Background: an optimization exercise with open tools, aiming at small area and a short achievable clock period. Do not read the settings as production practice.
At most, simulation tests tie the RTL to the original design; equivalence was not proved.
Power and IR drop assume default switching activity.

harbor:
// byte_fifo
module byte_fifo
  (
   input              clk,
   input              rst_n,
   input              sync_rst,
   input              input_data_valid,
   input  [4:0]       num_bytes_taken_from_fifo,
   input  [127:0]     input_data,
   input  [4:0]       num_bytes_in,
   output             data_valid,
   output reg [5:0]   num_bytes,
   output [127:0]     data
   );
export LEC_CHECK = 0
export CAP_MARGIN = 20
export CORE_MARGIN = 2
export CORE_UTILIZATION = 30
export SETUP_SLACK_MARGIN = 1.5
export SLEW_MARGIN = 20
create_clock -name core_clock -period 5.5 [get_ports {clk}]
standard.sh (not shown) runs the stock make flow with config.mk's settings and CLKGATE_MAP_FILE= SYNTH_SCRIPT=/design/flow/synth_recipe.tcl, a recipe that flattens the netlist after the stock synthesis.
==> flow/flow/run.sh <==
#!/bin/bash
# Standard layout, with plain buf_1 cells as the port buffers.
set -euo pipefail
bash standard.sh "BUFFER_PORTS_ARGS=-buffer_cell sky130_fd_sc_hd__buf_1" finish > standard.log 2>&1
Setup changes, harbor to lagoon
Settings: changing CORE_UTILIZATION from 30 to 50; changing SETUP_SLACK_MARGIN from 1.5 to 2.
==> comparison <==
- Going from harbor to lagoon, cell area reported after detailed placement shrinks by about 2.2%.
- Effective utilization at floorplan (higher): lagoon
- Post-route standard cell area excluding fillers up about 0.7% in lagoon wrt harbor
- Setup WNS harbor -> lagoon: better
- Pre-CTS setup slack: lagoon vs harbor up 45 ps
- Between harbor and lagoon, part of the power in the clock network is higher for lagoon, harbor comes in under that.
- Logic depth of the worst path, buffers included for lagoon is lower than for harbor.
- When the final numbers for harbor and lagoon were put side by side, the via count turned out to be greater in lagoon.
No run of this note included a check of the RTL's function; only the layout flow was run.

Setup of try-nickel:
The RTL this note starts from:
==> flow/design.v <==
module byte_fifo
  (
   input              clk,
   input              rst_n,
   input              sync_rst,
   input              input_data_valid,
   input  [4:0]       num_bytes_taken_from_fifo,
   input  [127:0]     input_data,
   input  [4:0]       num_bytes_in,
   output             data_valid,
   output reg [5:0]   num_bytes,
   output [127:0]     data
   );
   reg [3:0]   rp;       
   reg [3:0]   wp;       
   reg [3:0]   rp_lo;    
   reg [3:0]   rp_hi;    
   reg [3:0]   wp_lo;    
   reg [3:0]   wp_hi;    
   reg [127:0] mem_a;    
   reg [127:0] mem_b;    
   wire [4:0] t   = num_bytes_taken_from_fifo;
   wire [4:0] nin = input_data_valid ? num_bytes_in : 5'd0;
   wire [6:0] left = {1'b0, num_bytes} - {2'b00, t};
   assign data_valid = (t != 5'd0) && !left[6];
   wire [5:0] cnt_keep = num_bytes + {1'b0, nin};
   wire [5:0] cnt_take = num_bytes + {1'b0, nin} - {1'b0, t};
   wire [4:0] rp_take  = {1'b0, rp} + t;    
   wire [3:0] rp_nxt = sync_rst ? 4'd0 : data_valid ? rp_take[3:0] : rp;
   wire [3:0] wp_nxt = sync_rst ? 4'd0 : wp + nin[3:0];
   function [3:0] onehot2;
      input [1:0] v;
      onehot2 = 4'b0001 << v;
   endfunction
   always @(posedge clk or negedge rst_n)
     if (~rst_n) begin
        num_bytes <= 6'd0;
        rp        <= 4'd0;
        wp        <= 4'd0;
        rp_lo     <= 4'b0001;
        rp_hi     <= 4'b0001;
        wp_lo     <= 4'b0001;
        wp_hi     <= 4'b0001;
     end else begin
        num_bytes <= sync_rst ? 6'd0 : data_valid ? cnt_take : cnt_keep;
        rp        <= rp_nxt;
        wp        <= wp_nxt;
        rp_lo     <= onehot2(rp_nxt[1:0]);
        rp_hi     <= onehot2(rp_nxt[3:2]);
        wp_lo     <= onehot2(wp_nxt[1:0]);
        wp_hi     <= onehot2(wp_nxt[3:2]);
     end
   wire [15:0] ge_rp, lt_wp, lt_re;
   genvar g, l, i;
   generate
      for (l = 0; l < 16; l = l + 1) begin : g_therm
         assign ge_rp[l] = (rp <= l);
         assign lt_wp[l] = (wp > l);
         assign lt_re[l] = (rp_take[3:0] > l);
      end
   endgenerate
   wire        wrap_w = (wp < rp);
   wire [15:0] extra  = wrap_w ? (ge_rp | lt_wp) : (ge_rp & lt_wp);
   wire [15:0] rd_int = rp_take[4] ? (ge_rp | lt_re) : (ge_rp & lt_re);
   wire [127:0] wr1, wr2;
   generate
      for (l = 0; l < 16; l = l + 1) begin : g_wrot
         wire [7:0] s1 [0:3];
         wire [7:0] s2 [0:3];
         for (i = 0; i < 4; i = i + 1) begin : g_way
            assign s1[i] = input_data[8*((l - i + 16) % 16) +: 8] & {8{wp_lo[i]}};
            assign s2[i] = wr1[8*((l - 4*i + 16) % 16) +: 8] & {8{wp_hi[i]}};
         end
         assign wr1[8*l +: 8] = s1[0] | s1[1] | s1[2] | s1[3];
         assign wr2[8*l +: 8] = s2[0] | s2[1] | s2[2] | s2[3];
      end
   endgenerate
   wire ge16 = num_bytes[5] | num_bytes[4];
   generate
      for (l = 0; l < 16; l = l + 1) begin : g_lane
         wire       empty = ~ge16 & ~extra[l];
         wire       full  = num_bytes[5] | (num_bytes[4] & extra[l]);
         wire       load  = data_valid & rd_int[l] | empty;
         wire [7:0] din   = wr2[8*l +: 8];
         always @(posedge clk) begin
            mem_a[8*l +: 8] <= (din & {8{load & ~full}})
                             | (mem_b[8*l +: 8] & {8{load & full}})
                             | (mem_a[8*l +: 8] & {8{~load}});
            if (load | ~full) mem_b[8*l +: 8] <= din;
         end
      end
   endgenerate
   wire [127:0] rd1, rd2;
   generate
      for (l = 0; l < 16; l = l + 1) begin : g_rrot
         wire [7:0] s1 [0:3];
         wire [7:0] s2 [0:3];
         for (i = 0; i < 4; i = i + 1) begin : g_way
            assign s1[i] = mem_a[8*((l + i) % 16) +: 8] & {8{rp_lo[i]}};
            assign s2[i] = rd1[8*((l + 4*i) % 16) +: 8] & {8{rp_hi[i]}};
         end
         assign rd1[8*l +: 8] = s1[0] | s1[1] | s1[2] | s1[3];
         assign rd2[8*l +: 8] = s2[0] | s2[1] | s2[2] | s2[3];
      end
   endgenerate
   assign data = rd2;
endmodule
make LEC_CHECK=0 CAP_MARGIN=20 CORE_MARGIN=2 CORE_UTILIZATION=30 SETUP_SLACK_MARGIN=1.5 SLEW_MARGIN=20 finish   # period 5.5 ns
run.sh (not shown) runs the stock make flow with config.mk's settings and CLKGATE_MAP_FILE= SYNTH_SCRIPT=/design/flow/synth_recipe.tcl, a recipe that flattens the netlist after the stock synthesis.
Stock flow here: none of the scripts above is used.
[inputs] try-maple vs try-nickel
- SETUP_SLACK_MARGIN changed from 1.5 to 2
### Flow results
- Compared with try-nickel, try-maple has extra setup slack.
- try-maple -> try-nickel: count of endpoints failing setup in the final report delta 0, exact match
- Higher end-of-flow core utilization goes to try-maple over try-nickel.
- According to the power report, total power for try-maple is higher than for try-nickel.
- In the reports for try-nickel and try-maple, the smaller met2 layer usage reported by global route belongs to try-nickel.
- try-maple: final period utilization 6.3 points below try-nickel
- Worst hold margin deteriorates in try-maple relative to try-nickel.
- Wire length of the first global-routing pass in try-maple vs try-nickel: up about 5%
For try-amber, these inputs were changed with respect to try-maple:
- swapping 2 for 2.5 in SETUP_SLACK_MARGIN
### Flow results
Looking at end-of-flow core utilization, try-amber sits above try-maple. From try-maple to try-amber the numbers moved as follows: setup slack of the most critical reg-to-reg path shows an increase of 0.30 ns; area used by multi-input combinational logic now sits higher; critical path depth moved up; layout buffering overhead excluding clock cells went up 4.5 points. try-maple has lower final instance count without filler cells than try-amber.
Modified inputs, try-yarrow compared to try-amber
- SETUP_SLACK_MARGIN now 2.25, was 2.5
==> flow/flow/run.sh (new file) <==
#!/bin/bash
# Standard layout, with plain buf_1 cells as the port buffers.
set -euo pipefail
bash standard.sh "BUFFER_PORTS_ARGS=-buffer_cell sky130_fd_sc_hd__buf_1" finish > standard.log 2>&1
==> flow/standard.sh (new file) <==
#!/bin/bash
# synth_recipe.tcl (not shown) runs the flow's synth.tcl, then flattens the netlist and writes it again
# the make line also repeats each setting of config.mk as NAME=value (left out here)
make -C /OpenROAD-flow-scripts/flow DESIGN_CONFIG=/design/flow/config.mk WORK_HOME=/design/flow/orfs CLKGATE_MAP_FILE= SYNTH_SCRIPT=/design/flow/synth_recipe.tcl "${@:-finish}"
removed: flow/run.sh
Results
Of try-amber and try-yarrow, the higher clock share of power belongs to try-yarrow. Lower number of logic stages on the critical path including buffering among try-amber and try-yarrow: try-yarrow. On final worst setup slack, try-amber loses to try-yarrow.
Inputs modified between try-yarrow and try-quartz:
- swapping 2.25 for 2 in SETUP_SLACK_MARGIN
==> comparison <==
Per the final summary, try-quartz finished and its layout is clean on timing, DRC and antenna. ~same arrival time at the worst endpoint in try-yarrow and try-quartz. Number of cells after detailed placement of try-yarrow is on par with try-quartz. try-quartz has slew at the pin closest to its max-slew limit above what try-yarrow had. Endpoint of the most critical setup path: data[12] -> try-quartz, data[10] -> try-yarrow. For the core utilization of the finished layout, try-quartz came in 5.5 points lower than try-yarrow did. try-quartz vs try-yarrow: fraction of power consumed by the clock network up in try-quartz. try-quartz ended up with a lower post-detailed-routing wire length than try-yarrow did. Global-route usage | try-quartz below try-yarrow. Summary of try-quartz over try-yarrow: share of final-layout standard cells stronger than drive strength 1 lower, post-route standard cell area excluding fillers moved down, total via count in the routed design shows a reduction of 1013, setup slack grew by 0.012 ns.

byte_fifo with an RTL version that a note above also has.
For scale: roughly 280 I/O pins, about 24000 µm² of cells after synthesis.
Design byte_fifo, start of the top module:
module byte_fifo
  (
   input              clk,
   input              rst_n,
   input              sync_rst,
   input              input_data_valid,
   input  [4:0]       num_bytes_taken_from_fifo,
   input  [127:0]     input_data,
   input  [4:0]       num_bytes_in,
   output             data_valid,
   output reg [5:0]   num_bytes,
   output [127:0]     data
   );
Settings: LEC_CHECK=0, CAP_MARGIN=20, CORE_MARGIN=2, CORE_UTILIZATION=30, SETUP_SLACK_MARGIN=1.75, SLEW_MARGIN=20; clock period 5.5 ns.
standard.sh (not shown) runs the stock make flow with config.mk's settings and CLKGATE_MAP_FILE= SYNTH_SCRIPT=/design/flow/synth_recipe.tcl, a recipe that flattens the netlist after the stock synthesis.
==> flow/flow/run.sh <==
#!/bin/bash
# Standard layout, with plain buf_1 cells as the port buffers.
set -euo pipefail
bash standard.sh "BUFFER_PORTS_ARGS=-buffer_cell sky130_fd_sc_hd__buf_1" finish > standard.log 2>&1
The starting point completed without violations.
Rerun with:
- SETUP_SLACK_MARGIN: 1.75 -> 2
- The new run produced a clean layout
- worst setup slack improves by 0.28 ns
- die area does not change
- area after synthesis does not change
- power went up by 2.2%
- design area went up by about 2%
- global-route usage went down by 0.20 points
Rerun with:
- ABC_AREA: unset -> 1
Result: The new run produced a clean layout. Final area rose by 8.3%. Combinational power grows by 22%. Total power came out higher by 11%. Final cell count rises by 25%. Setup slack loses 0.014 ns. Via count rose by 14%. Global-route usage grows by 1.3 points. Clock-buffer cell count does not change.
No run of this note included a check of the RTL's function; only the layout flow was run.

-- port drivers added, routing unchanged --
No port has a modelled driver above. Below, the same layouts with a new extraction and two added sets of constraints. Step 1 assumes that a clkbuf_16 drives the clock port and a buf_2 every other input. Step 2 times the ports against the registers' clock, not the clock port: input delays grow and output delays shrink by t, the midpoint of the rising clock arrivals with the driver on. a / b / c = ideal ports / drivers / drivers and shift; a / b = the first two.
run | t, ns | setup WS [ns] | hold WS [ns] | clock arrival spread, ns | slew at the worst register clock pin (ns)
harbor | 0.637 | 1.516 / 1.495 / 1.357 | 0.458 / 0.458 / 0.458 | 0.024 / 0.024 | 0.07 / 0.07
lagoon | 0.632 | 1.854 / 1.831 / 1.529 | 0.461 / 0.461 / 0.461 | 0.018 / 0.018 | 0.07 / 0.07
try-nickel | 0.638 | 1.574 / 1.511 / 1.312 | 0.493 / 0.493 / 0.493 | 0.036 / 0.036 | 0.07 / 0.07
try-maple | 0.626 | 1.920 / 1.859 / 1.537 | 0.488 / 0.488 / 0.488 | 0.024 / 0.024 | 0.07 / 0.07
try-amber | 0.636 | 1.786 / 1.725 / 1.798 | 0.486 / 0.486 / 0.486 | 0.025 / 0.024 | 0.07 / 0.07
try-yarrow | 0.630 | 1.995 / 1.937 / 1.677 | 0.487 / 0.487 / 0.487 | 0.019 / 0.018 | 0.07 / 0.07
try-quartz | 0.639 | 2.007 / 1.950 / 1.479 | 0.481 / 0.481 / 0.481 | 0.036 / 0.037 | 0.07 / 0.07
the first run of note 3 | 0.631 | 1.626 / 1.588 / 1.350 | 0.470 / 0.470 / 0.470 | 0.012 / 0.011 | 0.07 / 0.07
the second run of note 3 | 0.641 | 1.909 / 1.876 / 1.510 | 0.463 / 0.463 / 0.463 | 0.028 / 0.028 | 0.07 / 0.07
the third run of note 3 | 0.629 | 1.895 / 1.834 / 1.853 | 0.488 / 0.488 / 0.488 | 0.021 / 0.021 | 0.07 / 0.07
After both steps every run listed still meets setup and hold. For try-quartz, which loses most, drivers alone change the setup slack by -0.057 ns; drivers and shift together by -0.528 ns.
